This is an optimization exercise on Yosys and OpenROAD, whose aim is small area and a short achievable clock period, not a production implementation. In this exercise RTL edits were held to simulation tests only and were not proved equivalent to the original. Power figures rest on the tool's default switching activity, not on a simulated workload.

## umt_top
module umt_top #(
    parameter MAX_UMTS = 5,
    parameter MAX_LMTS = 5,
    parameter MAX_WIDTH = 64,
    parameter MAX_DEPTH = 512,
    parameter PMT_WIDTH = 32,
    parameter PMT_DEPTH = 32,
    parameter MAX_PMTS_PER_LMT = 8
) (
    input  wire                      clk,
    input  wire                      rst_n,
    input  wire                      umt_cfg_valid,
    input  wire                      umt_cfg_wr_en,
    input  wire [2:0]                umt_cfg_id,
    input  wire [15:0]               umt_cfg_width,
    input  wire [15:0]               umt_cfg_depth,
    input  wire                      umt_cfg_type,
    input  wire                      umt_map_trigger,
    input  wire                      entry_valid,
    input  wire [2:0]                entry_umt_id,
    input  wire [8:0]                entry_addr,
    input  wire [MAX_WIDTH-1:0]      entry_data,
    input  wire [MAX_WIDTH-1:0]      entry_mask,
    output wire                      map_done,
    output wire                      map_error,
    output wire [MAX_LMTS-1:0]       lmt_used,
    output wire [MAX_LMTS*8-1:0]     lmt_uid,
    output wire [MAX_LMTS*8-1:0]     lmt_internal_id,
    output wire [MAX_LMTS*2-1:0]     lmt_status_flag,
    output wire [MAX_LMTS*2-1:0]     lmt_width_gear,
    output wire [MAX_LMTS*3-1:0]     lmt_depth_gear,
    output wire                      lmt_entry_valid,
    output wire [2:0]                lmt_entry_id,
    output wire [8:0]                lmt_entry_addr,
    output wire [MAX_WIDTH-1:0]      lmt_entry_data,
    output wire [MAX_WIDTH-1:0]      lmt_entry_mask,
    output wire [7:0]                total_lmts_used,
    output wire [15:0]               total_pmts_needed
);
Size: roughly 1,100 cells after synthesis, ~240 flip-flops, about 470 I/O pins.
Settings: LEC_CHECK=0, CAP_MARGIN=20, CORE_MARGIN=2, CORE_UTILIZATION=75, SLEW_MARGIN=20; clock period 120.0 ns.
standard.sh (not shown) runs the stock make flow with config.mk's settings and CLKGATE_MAP_FILE= SYNTH_SCRIPT=/design/flow/synth_recipe.tcl, a recipe that flattens the netlist after the stock synthesis.
==> flow/flow/run.sh <==
#!/bin/bash
# Standard ORFS layout (the standard.sh) with these changes:
#  - port buffers are the smallest buffer cell (buf_1);
#  - clock tree: larger sink clusters of clkbuf_8, no dummy loads;
#  - repair aims at a setup slack of 93.5 ns (the I/O paths set the period);
#  - tie cells each drive up to 8 constant outputs instead of one each;
#  - after floorplan, the logic is re-mapped for area (restructure) and
#    cells are set to their smallest variant.
set -euo pipefail
here="$(cd "$(dirname "$0")" && pwd)"
export BUFFER_PORTS_ARGS="-buffer_cell sky130_fd_sc_hd__buf_1"
export CTS_ARGS="-sink_clustering_enable -repair_clock_nets -dont_use_dummy_load -buf_list sky130_fd_sc_hd__clkbuf_8 -sink_clustering_size 16 -sink_clustering_max_diameter 60"
export SETUP_SLACK_MARGIN=93.5
export SKIP_REPAIR_TIE_FANOUT=1
export POST_FLOORPLAN_TCL="$here/post_floorplan.tcl"
bash standard.sh > standard.log 2>&1
Other scripts of this flow, unchanged in this note and not shown: flow/flow/downsize.tcl, flow/flow/post_floorplan.tcl, flow/flow/tie.tcl
Next try:
--- a/flow/flow/run.sh
+++ b/flow/flow/run.sh
@@ -3,5 +3,5 @@
 #  - port buffers are the smallest buffer cell (buf_1);
 #  - clock tree: larger sink clusters of clkbuf_8, no dummy loads;
-#  - repair aims at a setup slack of 93.5 ns (the I/O paths set the period);
+#  - repair aims at a setup slack of 93.75 ns (the I/O paths set the period);
 #  - tie cells each drive up to 8 constant outputs instead of one each;
 #  - after floorplan, the logic is re-mapped for area (restructure) and
@@ -11,5 +11,5 @@
 export BUFFER_PORTS_ARGS="-buffer_cell sky130_fd_sc_hd__buf_1"
 export CTS_ARGS="-sink_clustering_enable -repair_clock_nets -dont_use_dummy_load -buf_list sky130_fd_sc_hd__clkbuf_8 -sink_clustering_size 16 -sink_clustering_max_diameter 60"
-export SETUP_SLACK_MARGIN=93.5
+export SETUP_SLACK_MARGIN=93.75
 export SKIP_REPAIR_TIE_FANOUT=1
 export POST_FLOORPLAN_TCL="$here/post_floorplan.tcl"
Via count goes up slightly. Routed wire length hardly moves. Register-to-register slack gets better by 0.06 ns. Fmax went up slightly. Global-route usage climbs by 0.15 points. Final area goes up slightly. Sequential share of layout area shrinks by 0.30 points. Area after synthesis is unchanged. Utilization rises by 0.48 points. Flip-flop and latch count is unchanged.
Next try:
--- a/flow/flow/run.sh
+++ b/flow/flow/run.sh
@@ -3,5 +3,5 @@
 #  - port buffers are the smallest buffer cell (buf_1);
 #  - clock tree: larger sink clusters of clkbuf_8, no dummy loads;
-#  - repair aims at a setup slack of 93.75 ns (the I/O paths set the period);
+#  - repair aims at a setup slack of 94 ns (the I/O paths set the period);
 #  - tie cells each drive up to 8 constant outputs instead of one each;
 #  - after floorplan, the logic is re-mapped for area (restructure) and
@@ -11,5 +11,5 @@
 export BUFFER_PORTS_ARGS="-buffer_cell sky130_fd_sc_hd__buf_1"
 export CTS_ARGS="-sink_clustering_enable -repair_clock_nets -dont_use_dummy_load -buf_list sky130_fd_sc_hd__clkbuf_8 -sink_clustering_size 16 -sink_clustering_max_diameter 60"
-export SETUP_SLACK_MARGIN=93.75
+export SETUP_SLACK_MARGIN=94
 export SKIP_REPAIR_TIE_FANOUT=1
 export POST_FLOORPLAN_TCL="$here/post_floorplan.tcl"
Settings changed: CORE_UTILIZATION 75 to 65.
=> Routed wire length grows by 5.6%; worst setup slack is better by 0.23 ns; cell count grows by 3.3%; via count shrinks by 0.86%; total power grows by 1.6%; area after synthesis does not change; sequential cell count is unchanged; cell area grows by 3.1%; die area grows by 15%; sequential power is about the same.
Next try:
==> flow/flow/run.sh (replaced) <==
#!/bin/bash
# Standard ORFS layout (the standard.sh) with these changes:
#  - port buffers are the smallest buffer cell (buf_1);
#  - clock tree: larger sink clusters of clkbuf_8, no dummy loads;
#  - repair aims at a setup slack of 93 ns (the I/O paths set the period);
#  - tie cells each drive up to 8 constant outputs instead of one each;
#  - after floorplan, the logic is re-mapped for area (restructure) and
#    cells are set to their smallest variant.
set -euo pipefail
here="$(cd "$(dirname "$0")" && pwd)"
export BUFFER_PORTS_ARGS="-buffer_cell sky130_fd_sc_hd__buf_1"
export CTS_ARGS="-sink_clustering_enable -repair_clock_nets -dont_use_dummy_load -buf_list {sky130_fd_sc_hd__clkbuf_4 sky130_fd_sc_hd__clkbuf_8} -sink_clustering_size 12 -sink_clustering_max_diameter 50"
export SETUP_SLACK_MARGIN=93
export SKIP_REPAIR_TIE_FANOUT=1
export POST_FLOORPLAN_TCL="$here/post_floorplan.tcl"
bash standard.sh > standard.log 2>&1
Settings changed: CORE_UTILIZATION 65 to 75.
The changed run ran to the end with no violations.
Total power fell by 0.62%.
Count of clock-buffer cells in the layout goes up by 6.
Worst hold slack is about the same.
Combinational power falls by about 3%.
Global-route usage rose by 4.7 points.
Synthesized cell count is unchanged.
Non-clock buffer count came out lower by 16.
Die area went down by 13%.
Design area drops by 3.1%.
Area after synthesis is unchanged.
Fmax is lower by 2.7%.

========
Setup of job 1558:
umt_top, a different RTL version from the one above (not shown whole).
For scale: about 1800 cells after synthesis, roughly 470 I/O pins, roughly 14000 um^2 of cells after synthesis.
Settings: LEC_CHECK=0, ABC_AREA=1, CAP_MARGIN=20, CORE_MARGIN=2, CORE_UTILIZATION=60, SLEW_MARGIN=20; clock period 120.0 ns.
==> flow/flow/run.sh <==
#!/bin/bash
# Standard ORFS layout with: the port buffers made of the smallest buffer
# cell, and a clock tree of larger sink clusters without dummy loads.
set -euo pipefail
export BUFFER_PORTS_ARGS="-buffer_cell sky130_fd_sc_hd__buf_1"
export CTS_ARGS="-sink_clustering_enable -repair_clock_nets -dont_use_dummy_load -buf_list sky130_fd_sc_hd__clkbuf_8 -sink_clustering_size 16 -sink_clustering_max_diameter 60"
bash standard.sh > standard.log 2>&1
The inputs of job 3471 differ from those of job 1558 as listed below.
Settings: a deleted ABC_AREA that had been 1.
### Flow results
Against job 1558, job 3471 reports a total power divided by cell area that is higher.
The most common library cell in the layout ignoring fill and taps comes out nand2_1 in one run and buf_1 in the other, namely in job 1558 and job 3471 respectively.
Job 3471 ended up with a higher core occupancy in the finished layout than job 1558 did.
Taking job 1558 as the reference point, the global-route wire length before repair of job 3471 falls by 9100 um.
Lower number of cells on the critical path among job 1558 and job 3471: job 1558
From job 1558 to job 3471 the numbers moved as follows: maximum frequency grew by about 0.37%; cell area shrank by about 2.3%; die outline area shrank by 3.0%.
Looking only at multi-input logic cell count, and setting everything else aside, the lower value of job 1558 and job 3471 goes to job 3471.
Job 3471 against job 1558: post-layout minimum cycle time now sits lower; net switching share of the total power now sits lower; final estimated routing congestion in global placement now sits lower.

========
RTL: one of the versions met above, not the one the previous note started from.
Size in the first run: about 1,100 cells after synthesis, about 240 flip-flops, about 13,000 um2 of cells after synthesis.
## umt_top
module umt_top #(
    parameter MAX_UMTS = 5,
    parameter MAX_LMTS = 5,
    parameter MAX_WIDTH = 64,
    parameter MAX_DEPTH = 512,
    parameter PMT_WIDTH = 32,
    parameter PMT_DEPTH = 32,
    parameter MAX_PMTS_PER_LMT = 8
) (
    input  wire                      clk,
    input  wire                      rst_n,
    input  wire                      umt_cfg_valid,
    input  wire                      umt_cfg_wr_en,
    input  wire [2:0]                umt_cfg_id,
    input  wire [15:0]               umt_cfg_width,
    input  wire [15:0]               umt_cfg_depth,
    input  wire                      umt_cfg_type,
    input  wire                      umt_map_trigger,
    input  wire                      entry_valid,
    input  wire [2:0]                entry_umt_id,
    input  wire [8:0]                entry_addr,
    input  wire [MAX_WIDTH-1:0]      entry_data,
    input  wire [MAX_WIDTH-1:0]      entry_mask,
    output wire                      map_done,
    output wire                      map_error,
    output wire [MAX_LMTS-1:0]       lmt_used,
    output wire [MAX_LMTS*8-1:0]     lmt_uid,
    output wire [MAX_LMTS*8-1:0]     lmt_internal_id,
    output wire [MAX_LMTS*2-1:0]     lmt_status_flag,
    output wire [MAX_LMTS*2-1:0]     lmt_width_gear,
    output wire [MAX_LMTS*3-1:0]     lmt_depth_gear,
    output wire                      lmt_entry_valid,
    output wire [2:0]                lmt_entry_id,
    output wire [8:0]                lmt_entry_addr,
    output wire [MAX_WIDTH-1:0]      lmt_entry_data,
    output wire [MAX_WIDTH-1:0]      lmt_entry_mask,
    output wire [7:0]                total_lmts_used,
    output wire [15:0]               total_pmts_needed
);
    integer n;
  ...
Settings: LEC_CHECK=0, CAP_MARGIN=20, CORE_MARGIN=2, CORE_UTILIZATION=82, SLEW_MARGIN=20; clock period 120.0 ns.
==> flow/flow/run.sh <==
#!/bin/bash
# Standard ORFS layout (the standard.sh) with these changes:
#  - port buffers are the smallest buffer cell (buf_1);
#  - clock tree: larger sink clusters of clkbuf_8, no dummy loads;
#  - repair aims at a setup slack of 93.75 ns (the I/O paths set the period);
#  - tie cells each drive up to 8 constant outputs instead of one each;
#  - after floorplan, the logic is re-mapped for area (restructure) and
#    cells are set to their smallest variant.
set -euo pipefail
here="$(cd "$(dirname "$0")" && pwd)"
export BUFFER_PORTS_ARGS="-buffer_cell sky130_fd_sc_hd__buf_1"
export CTS_ARGS="-sink_clustering_enable -repair_clock_nets -dont_use_dummy_load -buf_list sky130_fd_sc_hd__clkbuf_8 -sink_clustering_size 16 -sink_clustering_max_diameter 60"
export SETUP_SLACK_MARGIN=93.75
export SKIP_REPAIR_TIE_FANOUT=1
export POST_FLOORPLAN_TCL="$here/post_floorplan.tcl"
bash standard.sh > standard.log 2>&1
Other scripts of this flow, unchanged in this note and not shown: flow/flow/downsize.tcl, flow/flow/post_floorplan.tcl, flow/flow/tie.tcl
The baseline never finished: it broke off in 3_2_place_iop, error PPL-0024.
Then changed:
--- a/flow/flow/run.sh
+++ b/flow/flow/run.sh
@@ -4,3 +4,3 @@
 #  - clock tree: larger sink clusters of clkbuf_8, no dummy loads;
-#  - repair aims at a setup slack of 93.75 ns (the I/O paths set the period);
+#  - repair aims at a setup slack of 94 ns (the I/O paths set the period);
 #  - tie cells each drive up to 8 constant outputs instead of one each;
@@ -12,3 +12,3 @@
 export CTS_ARGS="-sink_clustering_enable -repair_clock_nets -dont_use_dummy_load -buf_list sky130_fd_sc_hd__clkbuf_8 -sink_clustering_size 16 -sink_clustering_max_diameter 60"
-export SETUP_SLACK_MARGIN=93.75
+export SETUP_SLACK_MARGIN=94
 export SKIP_REPAIR_TIE_FANOUT=1
CORE_UTILIZATION = 75   (was 82)
Outcome: Now the flow finished clean; synthesized cell count stays the same; area after synthesis does not change.

-- port drivers added, routing unchanged --
The flow's constraints put no driver on any port. The routed layouts listed below were extracted and timed again, unchanged, in two steps.
Step 1, drivers: a clkbuf_16 drives clk and a buf_2 each remaining input, both assumed.
Step 2, shift: input delay + t, output delay - t, t = (earliest + latest rising clock arrival at the registers) / 2. This alone moves slack from input paths to output paths.
Three values: no drivers, after step 1, after step 2; two values: the first two.
run	t, ns	setup WS [ns]	worst register clock-pin slew, ns
the first run of note 1	0.552	93.629 / 93.641 / 93.089	0.10 / 0.10
the second run of note 1	0.553	93.781 / 93.795 / 93.242	0.11 / 0.11
the third run of note 1	0.569	94.010 / 94.023 / 93.454	0.11 / 0.11
the fourth run of note 1	0.582	93.280 / 93.298 / 92.716	0.08 / 0.08
job 1558	0.565	92.424 / 92.417 / 91.853	0.10 / 0.10
job 3471	0.548	92.524 / 92.513 / 91.964	0.11 / 0.11
the second run of note 3	0.555	94.045 / 94.055 / 93.500	0.11 / 0.11
After both steps setup and hold are still met in every run listed. The setup slack of job 1558, which loses most, moves by -0.007 ns with the drivers and by -0.571 ns with both steps.
